This design comes from an exercise in tuning for small area and a short achievable clock period on the open sky130 flow, not from production work. No functional check of the RTL was part of any run shown here.

## flow/design.v (module list and top-level ports; edited modules follow where they fit)
// module DF_Fir_Tree: 869 lines
// module fir_fa: 6 lines
// module fir_ha: 6 lines
module DF_Fir_Tree (clk, clk_enable, reset, filter_in, filter_out);
  // ...
==> flow/run.sh <==
#!/bin/bash
# synth_recipe.tcl (not shown) runs the flow's synth.tcl, then flattens the netlist and writes it again
# the make line also repeats each setting of config.mk as NAME=value (left out here)
make -C /OpenROAD-flow-scripts/flow DESIGN_CONFIG=/design/flow/config.mk WORK_HOME=/design/flow/orfs CLKGATE_MAP_FILE= SYNTH_SCRIPT=/design/flow/synth_recipe.tcl finish
==> flow/config.mk <==
export PLATFORM = sky130hd
export DESIGN_NAME = DF_Fir_Tree
export DESIGN_NICKNAME = DF_Fir_Tree
export VERILOG_FILES = /design/flow/design.v
export SDC_FILE = /design/flow/constraint.sdc
export NUM_CORES = 4
export LEC_CHECK = 0
export CAP_MARGIN = 20
export CORE_MARGIN = 2
export CORE_UTILIZATION = 40
export PLACE_DENSITY = 0.6
export SLEW_MARGIN = 60
export SYNTH_HIERARCHICAL = 1
export SYNTH_MINIMUM_KEEP_SIZE = 0
==> flow/constraint.sdc <==
create_clock -name core_clock -period 13.0 [get_ports {clk}]
set_input_delay 2.6000 -clock core_clock [delete_from_list [all_inputs] [get_ports {clk}]]
set_output_delay 2.6000 -clock core_clock [all_outputs]
set_load 0.01 [all_outputs]
==> impl_results.md, run 1 <==
* Top_reg_cell synth: dfrtp_1
* Most Crowded Layer GR: met2
* Post-route minimum period at 4.734 ns
* Total congestion overflow at 0
* Largest net degree at the start of global routing at 87
* Top cell type by total area after synthesis: fa_1
* Dpl cells at 2360
* Most common cell after layout, fill and taps aside: fa_1
* DPL Wire Length at 41.69 mm
* Setup violations, final at 0
* Diodes inserted at 0
* Maxcap violations at 0
* Root buf cell: clkbuf_16
* CP max stage delay at 0.56 ns
* Cells after Synth at 1654
* Synth Area in Simple Gates at 0.04284
* Fin Hold WS at 0.4858 ns
* Seq area share at 0.2745
* Vias at about 13000
* Routed vias/inst at 5.313
* Status: complete, no violations
* Starting Density at 0.4052
==> inputs of run 2 (changes only) <==
--- a/flow/design.v
+++ b/flow/design.v
@@ -4,18 +4,18 @@
   input clk_enable;
   input reset;
   input signed [15:0] filter_in;
   output signed [32:0] filter_out;
   reg signed [15:0] d0, d1, d2, d3, d4, d5, d6, d7;
   reg signed [16:0] pa, pb;
   reg signed [32:0] output_register;
   reg [32:0] Rs, Rc;
-  wire signed [16:0] pa_n = d0 + d4;
-  wire signed [16:0] pb_n = d1 + d3;
+  wire signed [16:0] pa_n = (d0 + d4);
+  wire signed [16:0] pb_n = (d1 + d3);
   wire t_1 = pb[1] ^ d3[0];
   wire t_2 = pb[1] & d3[0];
   wire t_3, t_4;
   fir_fa ut_3 (.a(pb[2]), .b(pb[0]), .c(d3[1]), .s(t_3), .co(t_4));
   wire t_5, t_6;
   fir_fa ut_5 (.a(~d7[0]), .b(pa[1]), .c(t_2), .s(t_5), .co(t_6));
   wire t_7 = pa[2] ^ d7[1];
   wire t_8 = pa[2] | d7[1];
@@ -716,153 +716,151 @@
   wire t_703, t_704;
   fir_fa ut_703 (.a(t_694), .b(t_701), .c(t_696), .s(t_703), .co(t_704));
   wire t_705, t_706;
   fir_fa ut_705 (.a(pb[15]), .b(~d3[15]), .c(pa[16]), .s(t_705), .co(t_706));
   wire t_707, t_708;
   fir_fa ut_707 (.a(t_700), .b(t_705), .c(t_702), .s(t_707), .co(t_708));
   wire t_709, t_710;
   fir_fa ut_709 (.a(~pa[16]), .b(pb[16]), .c(t_706), .s(t_709), .co(t_710));
-  wire [32:0] ns = {1'b1, ~pb[16], t_709, t_707, t_703, t_697, t_687, t_660, t_659, ~t_639, t_594, t_593, t_534, t_498, ~t_458, ~t_416, t_372, ~t_328, ~t_286, t_246, ~t_208, ~t_174, ~t_142, ~t_114, ~t_90, ~t_68, ~t_48, ~t_30, ~t_27, ~t_13, ~t_3, pa[0], 1'b1};
-  wire [32:0] nc = {1'b0, t_710, t_708, t_704, t_698, t_688, t_676, t_675, ~t_640, t_618, t_617, ~t_566, ~t_565, t_533, t_497, ~t_457, ~t_415, t_371, ~t_327, ~t_285, t_245, ~t_207, ~t_173, ~t_141, ~t_113, ~t_89, ~t_67, ~t_47, ~t_29, ~t_15, ~t_5, ~t_1, ~pb[0]};
-  wire tb_1, tb_2;
-  fir_ha utb_1 (.a(d0[0]), .b(Rs[2]), .s(tb_1), .co(tb_2));
+  wire [32:0] ns = {1'b1, pb[16], t_709, t_707, t_703, t_697, t_687, t_660, t_659, t_639, t_594, t_593, t_534, t_498, t_458, t_416, t_372, t_328, t_286, t_246, t_208, t_174, t_142, t_114, t_90, t_68, t_48, t_30, t_27, t_13, t_3, pa[0], 1'b1};
+  wire [32:0] nc = {1'b0, t_710, t_708, t_704, t_698, t_688, t_676, t_675, t_640, t_618, t_617, t_566, t_565, t_533, t_497, t_457, t_415, t_371, t_327, t_285, t_245, t_207, t_173, t_141, t_113, t_89, t_67, t_47, t_29, t_15, t_5, t_1, pb[0]};
+  wire tb_1 = d0[0] ^ Rs[2];
+  wire tb_2 = d0[0] & ~Rs[2];
   wire tb_3, tb_4;
-  fir_fa utb_3 (.a(d0[1]), .b(Rs[3]), .c(Rc[3]), .s(tb_3), .co(tb_4));
-  wire tb_5 = d0[2] ^ Rs[4];
-  wire tb_6 = d0[2] | Rs[4];
+  fir_fa utb_3 (.a(~d0[1]), .b(Rs[3]), .c(Rc[3]), .s(tb_3), .co(tb_4));
+  wire tb_5 = d0[0] ^ Rs[4];
+  wire tb_6 = d0[0] & Rs[4];
   wire tb_7, tb_8;
-  fir_fa utb_7 (.a(d0[0]), .b(~Rc[4]), .c(tb_5), .s(tb_7), .co(tb_8));
+  fir_fa utb_7 (.a(~d0[2]), .b(Rc[4]), .c(tb_5), .s(tb_7), .co(tb_8));
   wire tb_9, tb_10;
-  fir_fa utb_9 (.a(d0[3]), .b(Rs[5]), .c(Rc[5]), .s(tb_9), .co(tb_10));
+  fir_fa utb_9 (.a(d0[1]), .b(Rs[5]), .c(Rc[5]), .s(tb_9), .co(tb_10));
   wire tb_11, tb_12;
-  fir_fa utb_11 (.a(~d0[1]), .b(tb_6), .c(tb_9), .s(tb_11), .co(tb_12));
+  fir_fa utb_11 (.a(~d0[3]), .b(tb_6), .c(tb_9), .s(tb_11), .co(tb_12));
   wire tb_13, tb_14;
-  fir_fa utb_13 (.a(d0[4]), .b(Rs[6]), .c(Rc[6]), .s(tb_13), .co(tb_14));
+  fir_fa utb_13 (.a(d0[2]), .b(Rs[6]), .c(Rc[6]), .s(tb_13), .co(tb_14));
   wire tb_15, tb_16;
-  fir_fa utb_15 (.a(~d0[2]), .b(tb_10), .c(tb_13), .s(tb_15), .co(tb_16));
+  fir_fa utb_15 (.a(~d0[4]), .b(tb_10), .c(tb_13), .s(tb_15), .co(tb_16));
   wire tb_17, tb_18;
-  fir_fa utb_17 (.a(d0[5]), .b(Rs[7]), .c(Rc[7]), .s(tb_17), .co(tb_18));
+  fir_fa utb_17 (.a(d0[3]), .b(Rs[7]), .c(Rc[7]), .s(tb_17), .co(tb_18));
   wire tb_19, tb_20;
-  fir_fa utb_19 (.a(~d0[3]), .b(tb_14), .c(tb_17), .s(tb_19), .co(tb_20));
-  wire tb_21 = d0[6] ^ Rs[8];
-  wire tb_22 = d0[6] | Rs[8];
+  fir_fa utb_19 (.a(~d0[5]), .b(tb_14), .c(tb_17), .s(tb_19), .co(tb_20));
+  wire tb_21 = d0[4] ^ d0[0];
+  wire tb_22 = d0[4] & d0[0];
   wire tb_23, tb_24;
-  fir_fa utb_23 (.a(d0[4]), .b(d0[0]), .c(~Rc[8]), .s(tb_23), .co(tb_24));
+  fir_fa utb_23 (.a(~d0[6]), .b(Rs[8]), .c(Rc[8]), .s(tb_23), .co(tb_24));
   wire tb_25, tb_26;
-  fir_fa utb_25 (.a(tb_21), .b(~tb_18), .c(tb_23), .s(tb_25), .co(tb_26));
+  fir_fa utb_25 (.a(tb_21), .b(tb_18), .c(tb_23), .s(tb_25), .co(tb_26));
   wire tb_27, tb_28;
-  fir_fa utb_27 (.a(d0[7]), .b(Rs[9]), .c(Rc[9]), .s(tb_27), .co(tb_28));
+  fir_fa utb_27 (.a(d0[5]), .b(d0[1]), .c(Rs[9]), .s(tb_27), .co(tb_28));
   wire tb_29, tb_30;
-  fir_fa utb_29 (.a(d0[5]), .b(d0[1]), .c(~tb_22), .s(tb_29), .co(tb_30));
+  fir_fa utb_29 (.a(~d0[7]), .b(Rc[9]), .c(tb_22), .s(tb_29), .co(tb_30));
   wire tb_31, tb_32;
-  fir_fa utb_31 (.a(tb_24), .b(~tb_27), .c(tb_29), .s(tb_31), .co(tb_32));
+  fir_fa utb_31 (.a(tb_24), .b(tb_27), .c(tb_29), .s(tb_31), .co(tb_32));
   wire tb_33, tb_34;
-  fir_fa utb_33 (.a(d0[8]), .b(Rs[10]), .c(Rc[10]), .s(tb_33), .co(tb_34));
+  fir_fa utb_33 (.a(d0[6]), .b(d0[2]), .c(Rs[10]), .s(tb_33), .co(tb_34));
   wire tb_35, tb_36;
-  fir_fa utb_35 (.a(d0[6]), .b(d0[2]), .c(~tb_28), .s(tb_35), .co(tb_36));
+  fir_fa utb_35 (.a(~d0[8]), .b(Rc[10]), .c(tb_28), .s(tb_35), .co(tb_36));
   wire tb_37, tb_38;
-  fir_fa utb_37 (.a(~tb_33), .b(tb_30), .c(tb_35), .s(tb_37), .co(tb_38));
+  fir_fa utb_37 (.a(tb_33), .b(tb_30), .c(tb_35), .s(tb_37), .co(tb_38));
   wire tb_39, tb_40;
-  fir_fa utb_39 (.a(d0[9]), .b(Rs[11]), .c(Rc[11]), .s(tb_39), .co(tb_40));
+  fir_fa utb_39 (.a(d0[7]), .b(d0[3]), .c(Rs[11]), .s(tb_39), .co(tb_40));
   wire tb_41, tb_42;
-  fir_fa utb_41 (.a(d0[7]), .b(d0[3]), .c(~tb_34), .s(tb_41), .co(tb_42));
+  fir_fa utb_41 (.a(~d0[9]), .b(Rc[11]), .c(tb_34), .s(tb_41), .co(tb_42));
   wire tb_43, tb_44;
-  fir_fa utb_43 (.a(~tb_39), .b(tb_36), .c(tb_41), .s(tb_43), .co(tb_44));
+  fir_fa utb_43 (.a(tb_39), .b(tb_36), .c(tb_41), .s(tb_43), .co(tb_44));
   wire tb_45, tb_46;
-  fir_fa utb_45 (.a(d0[10]), .b(Rs[12]), .c(Rc[12]), .s(tb_45), .co(tb_46));
+  fir_fa utb_45 (.a(d0[8]), .b(d0[4]), .c(Rs[12]), .s(tb_45), .co(tb_46));
   wire tb_47, tb_48;
-  fir_fa utb_47 (.a(d0[8]), .b(d0[4]), .c(~tb_40), .s(tb_47), .co(tb_48));
+  fir_fa utb_47 (.a(d0[10]), .b(Rc[12]), .c(~tb_40), .s(tb_47), .co(tb_48));
   wire tb_49, tb_50;
-  fir_fa utb_49 (.a(~tb_45), .b(tb_42), .c(tb_47), .s(tb_49), .co(tb_50));
+  fir_fa utb_49 (.a(tb_45), .b(tb_42), .c(~tb_47), .s(tb_49), .co(tb_50));
   wire tb_51, tb_52;
-  fir_fa utb_51 (.a(d0[11]), .b(Rs[13]), .c(Rc[13]), .s(tb_51), .co(tb_52));
+  fir_fa utb_51 (.a(d0[9]), .b(d0[5]), .c(Rc[13]), .s(tb_51), .co(tb_52));
   wire tb_53, tb_54;
-  fir_fa utb_53 (.a(d0[9]), .b(d0[5]), .c(~tb_46), .s(tb_53), .co(tb_54));
+  fir_fa utb_53 (.a(d0[11]), .b(Rs[13]), .c(~tb_46), .s(tb_53), .co(tb_54));
   wire tb_55, tb_56;
   fir_fa utb_55 (.a(~tb_51), .b(tb_48), .c(tb_53), .s(tb_55), .co(tb_56));
   wire tb_57, tb_58;
-  fir_fa utb_57 (.a(d0[12]), .b(Rs[14]), .c(Rc[14]), .s(tb_57), .co(tb_58));
+  fir_fa utb_57 (.a(d0[10]), .b(d0[6]), .c(Rs[14]), .s(tb_57), .co(tb_58));
   wire tb_59, tb_60;
-  fir_fa utb_59 (.a(d0[10]), .b(d0[6]), .c(~tb_52), .s(tb_59), .co(tb_60));
+  fir_fa utb_59 (.a(~d0[12]), .b(Rc[14]), .c(tb_52), .s(tb_59), .co(tb_60));
   wire tb_61, tb_62;
-  fir_fa utb_61 (.a(~tb_57), .b(tb_54), .c(tb_59), .s(tb_61), .co(tb_62));
+  fir_fa utb_61 (.a(tb_57), .b(~tb_54), .c(tb_59), .s(tb_61), .co(tb_62));
   wire tb_63, tb_64;
-  fir_fa utb_63 (.a(d0[13]), .b(Rs[15]), .c(Rc[15]), .s(tb_63), .co(tb_64));
+  fir_fa utb_63 (.a(d0[11]), .b(d0[7]), .c(Rs[15]), .s(tb_63), .co(tb_64));
   wire tb_65, tb_66;
-  fir_fa utb_65 (.a(d0[11]), .b(d0[7]), .c(~tb_58), .s(tb_65), .co(tb_66));
+  fir_fa utb_65 (.a(d0[13]), .b(Rc[15]), .c(~tb_58), .s(tb_65), .co(tb_66));
   wire tb_67, tb_68;
-  fir_fa utb_67 (.a(~tb_63), .b(tb_60), .c(tb_65), .s(tb_67), .co(tb_68));
+  fir_fa utb_67 (.a(tb_63), .b(tb_60), .c(~tb_65), .s(tb_67), .co(tb_68));
   wire tb_69, tb_70;
-  fir_fa utb_69 (.a(d0[14]), .b(Rs[16]), .c(Rc[16]), .s(tb_69), .co(tb_70));
+  fir_fa utb_69 (.a(d0[12]), .b(d0[8]), .c(Rc[16]), .s(tb_69), .co(tb_70));
   wire tb_71, tb_72;
-  fir_fa utb_71 (.a(d0[12]), .b(d0[8]), .c(~tb_64), .s(tb_71), .co(tb_72));
+  fir_fa utb_71 (.a(d0[14]), .b(Rs[16]), .c(~tb_64), .s(tb_71), .co(tb_72));
   wire tb_73, tb_74;
   fir_fa utb_73 (.a(~tb_69), .b(tb_66), .c(tb_71), .s(tb_73), .co(tb_74));
   wire tb_75, tb_76;
-  fir_fa utb_75 (.a(Rs[17]), .b(Rc[17]), .c(d0[15]), .s(tb_75), .co(tb_76));
+  fir_fa utb_75 (.a(d0[13]), .b(d0[9]), .c(Rs[17]), .s(tb_75), .co(tb_76));
   wire tb_77, tb_78;
-  fir_fa utb_77 (.a(d0[13]), .b(d0[9]), .c(~tb_70), .s(tb_77), .co(tb_78));
+  fir_fa utb_77 (.a(Rc[17]), .b(~d0[15]), .c(tb_70), .s(tb_77), .co(tb_78));
   wire tb_79, tb_80;
-  fir_fa utb_79 (.a(~tb_75), .b(tb_72), .c(tb_77), .s(tb_79), .co(tb_80));
+  fir_fa utb_79 (.a(tb_75), .b(~tb_72), .c(tb_77), .s(tb_79), .co(tb_80));
   wire tb_81, tb_82;
-  fir_fa utb_81 (.a(Rs[18]), .b(Rc[18]), .c(d0[14]), .s(tb_81), .co(tb_82));
+  fir_fa utb_81 (.a(d0[10]), .b(Rs[18]), .c(d0[15]), .s(tb_81), .co(tb_82));
   wire tb_83, tb_84;
-  fir_fa utb_83 (.a(d0[10]), .b(d0[15]), .c(~tb_76), .s(tb_83), .co(tb_84));
+  fir_fa utb_83 (.a(Rc[18]), .b(d0[14]), .c(~tb_76), .s(tb_83), .co(tb_84));
   wire tb_85, tb_86;
-  fir_fa utb_85 (.a(~tb_81), .b(tb_78), .c(tb_83), .s(tb_85), .co(tb_86));
+  fir_fa utb_85 (.a(tb_81), .b(tb_78), .c(~tb_83), .s(tb_85), .co(tb_86));
   wire tb_87, tb_88;
   fir_fa utb_87 (.a(d0[15]), .b(Rs[19]), .c(Rc[19]), .s(tb_87), .co(tb_88));
   wire tb_89, tb_90;
-  fir_fa utb_89 (.a(d0[11]), .b(d0[14]), .c(~tb_82), .s(tb_89), .co(tb_90));
+  fir_fa utb_89 (.a(d0[11]), .b(d0[14]), .c(tb_82), .s(tb_89), .co(tb_90));
   wire tb_91, tb_92;
-  fir_fa utb_91 (.a(~tb_87), .b(tb_84), .c(tb_89), .s(tb_91), .co(tb_92));
+  fir_fa utb_91 (.a(tb_87), .b(tb_84), .c(~tb_89), .s(tb_91), .co(tb_92));
   wire tb_93, tb_94;
-  fir_fa utb_93 (.a(Rs[20]), .b(Rc[20]), .c(d0[12]), .s(tb_93), .co(tb_94));
+  fir_fa utb_93 (.a(Rs[20]), .b(~Rc[20]), .c(d0[12]), .s(tb_93), .co(tb_94));
   wire tb_95, tb_96;
   fir_fa utb_95 (.a(tb_88), .b(tb_93), .c(~tb_90), .s(tb_95), .co(tb_96));
   wire tb_97, tb_98;
-  fir_fa utb_97 (.a(Rs[21]), .b(Rc[21]), .c(d0[13]), .s(tb_97), .co(tb_98));
+  fir_fa utb_97 (.a(~Rs[21]), .b(Rc[21]), .c(d0[12]), .s(tb_97), .co(tb_98));
   wire tb_99, tb_100;
-  fir_fa utb_99 (.a(~d0[12]), .b(tb_94), .c(tb_97), .s(tb_99), .co(tb_100));
+  fir_fa utb_99 (.a(d0[13]), .b(tb_94), .c(~tb_97), .s(tb_99), .co(tb_100));
   wire tb_101, tb_102;
   fir_fa utb_101 (.a(Rs[22]), .b(Rc[22]), .c(d0[14]), .s(tb_101), .co(tb_102));
   wire tb_103, tb_104;
-  fir_fa utb_103 (.a(~d0[13]), .b(tb_98), .c(tb_101), .s(tb_103), .co(tb_104));
+  fir_fa utb_103 (.a(d0[13]), .b(tb_98), .c(~tb_101), .s(tb_103), .co(tb_104));
   wire tb_105, tb_106;
-  fir_fa utb_105 (.a(d0[15]), .b(Rs[23]), .c(Rc[23]), .s(tb_105), .co(tb_106));
+  fir_fa utb_105 (.a(d0[15]), .b(~Rs[23]), .c(Rc[23]), .s(tb_105), .co(tb_106));
   wire tb_107, tb_108;
   fir_fa utb_107 (.a(~d0[14]), .b(tb_102), .c(tb_105), .s(tb_107), .co(tb_108));
   wire tb_109, tb_110;
-  fir_fa utb_109 (.a(Rc[24]), .b(~Rs[24]), .c(tb_106), .s(tb_109), .co(tb_110));
+  fir_fa utb_109 (.a(Rc[24]), .b(Rs[24]), .c(~tb_106), .s(tb_109), .co(tb_110));
   wire tb_111, tb_112;
   fir_fa utb_111 (.a(Rc[25]), .b(Rs[24]), .c(~Rs[25]), .s(tb_111), .co(tb_112));
   wire tb_113, tb_114;
   fir_fa utb_113 (.a(Rc[26]), .b(Rs[25]), .c(~Rs[26]), .s(tb_113), .co(tb_114));
   wire tb_115, tb_116;
   fir_fa utb_115 (.a(Rc[27]), .b(Rs[26]), .c(~Rs[27]), .s(tb_115), .co(tb_116));
   wire tb_117, tb_118;
   fir_fa utb_117 (.a(Rc[28]), .b(Rs[27]), .c(~Rs[28]), .s(tb_117), .co(tb_118));
   wire tb_119, tb_120;
   fir_fa utb_119 (.a(Rc[29]), .b(Rs[28]), .c(~Rs[29]), .s(tb_119), .co(tb_120));
   wire tb_121, tb_122;
   fir_fa utb_121 (.a(Rc[30]), .b(Rs[29]), .c(~Rs[30]), .s(tb_121), .co(tb_122));
   wire tb_123, tb_124;
-  fir_fa utb_123 (.a(Rc[31]), .b(Rs[30]), .c(~Rs[31]), .s(tb_123), .co(tb_124));
-  wire tb_125, tb_126;
-  fir_fa utb_125 (.a(Rc[32]), .b(Rs[31]), .c(~Rs[32]), .s(tb_125), .co(tb_126));
-  wire [32:0] r0 = {tb_124, tb_122, tb_120, tb_118, tb_116, tb_114, tb_112, tb_111, tb_108, tb_104, tb_100, tb_99, ~tb_92, ~tb_86, ~tb_80, ~tb_74, ~tb_68, ~tb_62, ~tb_56, ~tb_50, ~tb_44, ~tb_38, ~tb_32, ~tb_26, tb_20, tb_16, tb_12, ~tb_8, tb_4, tb_3, Rc[2], Rs[1], Rs[0]};
-  wire [32:0] r1 = {tb_125, tb_123, tb_121, tb_119, tb_117, tb_115, tb_113, tb_110, tb_109, tb_107, tb_103, tb_96, tb_95, ~tb_91, ~tb_85, ~tb_79, ~tb_73, ~tb_67, ~tb_61, ~tb_55, ~tb_49, ~tb_43, ~tb_37, ~tb_31, ~tb_25, tb_19, tb_15, tb_11, ~tb_7, tb_2, tb_1, Rc[1], Rc[0]};
+  fir_fa utb_123 (.a(Rc[31]), .b(Rs[30]), .c(Rs[31]), .s(tb_123), .co(tb_124));
+  wire [32:0] r0 = {~Rs[31], tb_122, tb_120, tb_118, tb_116, tb_114, tb_112, tb_111, tb_108, ~tb_104, tb_100, tb_99, tb_92, ~tb_86, ~tb_80, tb_74, ~tb_68, ~tb_62, tb_56, ~tb_50, ~tb_44, ~tb_38, ~tb_32, ~tb_26, ~tb_20, ~tb_16, ~tb_12, ~tb_8, ~tb_4, ~tb_3, ~Rc[2], Rs[1], 1'b1};
+  wire [32:0] r1 = {tb_124, tb_123, tb_121, tb_119, tb_117, tb_115, tb_113, ~tb_110, ~tb_109, tb_107, ~tb_103, tb_96, tb_95, tb_91, ~tb_85, ~tb_79, tb_73, ~tb_67, ~tb_61, tb_55, ~tb_49, ~tb_43, ~tb_37, ~tb_31, ~tb_25, ~tb_19, ~tb_15, ~tb_11, ~tb_7, tb_2, ~tb_1, ~Rc[1], ~Rc[0]};
   wire [32:0] sum = r0 + r1;
   always @(posedge clk or posedge reset)
     if (reset) begin
       d0 <= 0; d1 <= 0; d2 <= 0; d3 <= 0; d4 <= 0; d5 <= 0; d6 <= 0; d7 <= 0;
       pa <= 0; pb <= 0;
-      Rs <= 33'd8570175157;
-      Rc <= 33'd19759435;
+      Rs <= 33'd6414442825;
+      Rc <= 33'd2027188;
       output_register <= 0;
     end else if (clk_enable) begin
       d0 <= filter_in; d1 <= d0; d2 <= d1; d3 <= d2; d4 <= d3; d5 <= d4; d6 <= d5; d7 <= d6;
       pa <= pa_n; pb <= pb_n;
       Rs <= ns;
       Rc <= nc;
       output_register <= sum;
     end
==> run 2 against run 1 <==
Effect of this change: design area rose by 0.79%; clock skew fell by 0.0030 ns; cell count fell by 0.29%; non-clock buffer count fell by 1; still clean; flip-flop and latch count did not move; maximum frequency rose by 7.9%; wire length fell by 1.9%.
==> impl_results.md, run 2 <==
* Die Span X at 236.0 um (was 234.7 um)
* Total congestion overflow at 0 (unchanged)
* First-pass GRT wire length at 85.57 mm (was 86.28 mm)
* Post-route minimum period at 4.388 ns (was 4.734 ns)
* Initial antenna violation count at 0 (unchanged)
* Fill cells at 4871 (was 4747)
* GRT met3 Usage at 0.03090 (was 0.02726)
* Top flop regs: output_register: 33 flops, Rc: 32 flops, Rs: 31 flops (unchanged)
* Maxcap violations at 0 (unchanged)
* Reg with most FFs: output_register (unchanged)
* Largest register FFs at 33 (unchanged)
* Die area at 55690 um2 (was 55090 um2)
* Avg Cell Area, Syn at 13.13 um2 (was 12.87 um2)
* Post-Synthesis Cell Area at 21530 um2 (was 21290 um2)
* Status: complete, no violations (unchanged)
* Layout cells sized above 1 at 0.2091 (was 0.1894)
* # DRC at 0 (unchanged)
* Drt first pass iters at 4 (was 5)
* CP max FO at 6 (was 8)
* Slew @ Worst Pin at 0.5533 ns (was 0.6298 ns)
* DP Area at 23000 um2 (was 22760 um2)
* Worst setup EP type: flip-flop (unchanged)
* Max-slew headroom at 0.6312 (was 0.5786)
* M2 GR Usage at 0.3534 (was 0.3422)
* Top cell type by total area after synthesis: fa_1 (unchanged)
* Reg2reg start: pa[12] (was d0[7])
* Starting Density at 0.4024 (was 0.4052)
* Antenna-violating nets left at 0 (unchanged)
* RSZ-0062 raised after global routing: no (unchanged)
* Synth Warn # at 7 (unchanged)
* Skew-Pair Late Insertion Delay at 0.58 ns (about the same)
* R2r worst-path depth at 9 (was 14)
* Synth top area share at 0.3803 (was 0.3855)
* Post-route design area at 24090 um2 (was 23900 um2)
* Post-layout util at 0.4504 (was 0.4549)
* Area Growth Syn to Fin at 11.91% (was 12.26%)
* Synth area leaders: fa_1 38%, dfrtp_1 27%, mux2_2 10% (was fa_1 39%, dfrtp_1 27%, mux2_2 8.8%)
* Skew final at 0.01472 ns (was 0.01777 ns)
* Worst hold path startpoint: d2[13] (was Rs[4])
* Clock-pin slew on the worst setup and hold paths at 0.07 ns (was 0.06 ns)
* R2R Path End: Rc[19] (was output_register[30])
* CP Data Arrival Time at 4.89 ns (was 5.19 ns)
* Setup CP Type: flip-flop to flip-flop (unchanged)
* Routing usage on met1 at 0.2675 (was 0.2789)
* CTS Sinks at 258 (unchanged)
* GRT Total Usage at 0.2046 (was 0.2040)
* IO Port Bufs at 51 (unchanged)
* CTS tree: yes (unchanged)
* Routed vias/inst at 5.352 (was 5.313)
* Multi-input gate area at 14130 um2 (was 13850 um2)
* Period utilisation layout at 0.3375 (was 0.3642)
* Initial DRC Count at 829 (was 737)
* Asr flop ratio synth at 1.000 (unchanged)
* Pins Over Slew Limit at 0 (unchanged)
* CORE AREA at 53500 um2 (was 52550 um2)
* Final hold vios at 0 (unchanged)
* Most Crowded Layer GR: met2 (unchanged)
* Reg area at 6560 um2 (was 6563 um2)
* Most numerous cell in the Yosys netlist: fa_1 (unchanged)
* Setup TNS at 0 ns (unchanged)
* Hold depth at 2 (unchanged)
* CP required at 13.50 ns (was 13.45 ns)
* Vias in the first global route at 14580 (was 14430)
* Largest net degree at the start of global routing at 115 (was 87)
* Vias at 12910 (was 12860)
* Top cells by count, synth: 409 x fa_1, 230 x dfrtp_1, 203 x inv_1 (was 410 x fa_1, 226 x dfrtp_1, 210 x inv_1)
* FP Rows at 85 (was 84)
* Post-synth EDFFs at 0 (unchanged)
* R2R setup slack at 8.61 ns (was 8.27 ns)
* Resized Gates After CTS at 0 (unchanged)
* Io pins at 52 (unchanged)
* Routability cong. at 0.9204 (was 0.9546)
* Number of synthesized register bits at 258 (unchanged)
* CP startpoint kind: flip-flop (unchanged)
* Cells after Synth at 1640 (was 1654)
* Hold path endpoint: d3[13] (was Rs[4])
* Total CTS buffers at 31 (unchanged)
* Min-delay worst type: flip-flop to flip-flop (unchanged)
* Die H at 236.0 um (was 234.7 um)
* Post-CTS setup repair buffer count at 0 (unchanged)
* Diodes inserted at 0 (unchanged)
* Most common cell after layout, fill and taps aside: fa_1 (unchanged)
* Netlist cell types at 65 (was 66)
* # hold bufs at CTS at 0 (unchanged)
* Top_reg_cell synth: dfrtp_1 (unchanged)
* Most frequent cells in the layout: 409 x fa_1, 202 x inv_1, 194 x mux2_2 (was 410 x fa_1, 208 x inv_1, 173 x dfrtp_1)
* Register area share after synthesis at 0.3015 (was 0.3051)
* CTS Buffer Depth at 3 (unchanged)
* Max frequency at 227.9 MHz (was 211.2 MHz)
* Post-Route WL at 53.70 mm (was 54.76 mm)
* Setup violations, final at 0 (unchanged)
* DPL Wire Length at 41.44 mm (was 41.69 mm)
* Routed len/inst at 22.25 um (was 22.63 um)
* H-tree depth at 1 (unchanged)
* Root buf cell: clkbuf_16 (unchanged)
* Nets at 2196 (was 2211)
run 2: cell type report:
| cell class | count | area share |
|---|---|---|
| clock buffers | 46 | 0.03661 |
| repair buffers | 62 | 0.03085 |
| multi-input cells | 1136 | 0.5864 |
| clock inverters | 11 | 0.004830 |
| well taps | 696 | 0.03614 |
| inverters | 204 | 0.03292 |
| flip-flops and latches | 258 | 0.2723 |
run 2: cells by family (layout without fill, tap and decap cells):
kind of cell,Yosys count,count (layout),synth area share
fa+ha+maj,484,484,0.4239
compound gates,223,223,0.06887
flops,258,258,0.3015
buf+inv,246,323,0.04301
xor+xnor,50,50,0.02034
mux,201,201,0.1052
simple gates,178,178,0.03714
run 2: how the worst max path moves through the flow:
stage               start                   to  depth (start not counted)
2_1_floorplan       reset                Rc[0]                          1
3_3_place_gp   clk_enable               pb[16]                          6
3_5_place_dp   clk_enable                d5[5]                          6
4_1_cts            pb[14]               Rc[19]                          9
5_1_grt            d0[13]  output_register[27]                         15
6_report           pa[12]               Rc[19]                          9
run 2: modules after synthesis (local to each module, per instance):
module	cells inside	copies in the design	cell area [um2]
DF_Fir_Tree	1234	1	13400
fir_fa	1	406	20.02
run 2: metal layers:
layer  wire length, um  vias up
met4              1789        0
met5                 0        -
li1                  -     5498
met1             22360     6991
met3              2590       97
met2             26960      328
run 2: worst max-delay path, cell delays in order (launching register included):
cell and delay [ns]:
dfrtp_1 0.69, fa_1 0.55, fa_1 0.43, fa_1 0.56, fa_1 0.44, fa_1 0.40, fa_1 0.49, inv_1 0.05
fa_1 0.42, mux2_2 0.27
run 2: stage by stage:
stage	hold slack [ns]	cells	setup WS [ns]
floorplan	0.4460	1640	3.348
global placement	0.4708	2349	7.610
detailed placement	0.4686	2353	8.422
CTS	0.4843	2410	8.557
global route	0.5163	2413	8.440
finish	0.4771	2413	8.612

## re-timing with driven ports
The results above use ideal ports. As a check the final layouts listed here were re-extracted and re-timed, cells and wires unchanged. Step 1 assumes that a clkbuf_16 drives the clock port and a buf_2 every other input. Step 2 times the ports against the registers' clock, not the clock port: input delays grow and output delays shrink by t, the midpoint of the rising clock arrivals with the driver on. Three values: ideal, step 1, step 2; two values: the first two.
| run | t (ns) | slack for setup (ns) | clock arrival spread, ns | worst register clock-pin slew, ns | pins driven straight from the clock port |
|---|---|---|---|---|---|
| run 1 | 0.627 | 8.266 / 8.266 / 8.265 | 0.018 / 0.017 | 0.06 / 0.06 | 1 |
| run 2 | 0.627 | 8.612 / 8.612 / 8.406 | 0.017 / 0.017 | 0.07 / 0.07 | 1 |
After both steps every run listed still meets setup and hold. For run 2, which loses most, drivers alone change the setup slack by 0.000 ns; drivers and shift together by -0.206 ns.
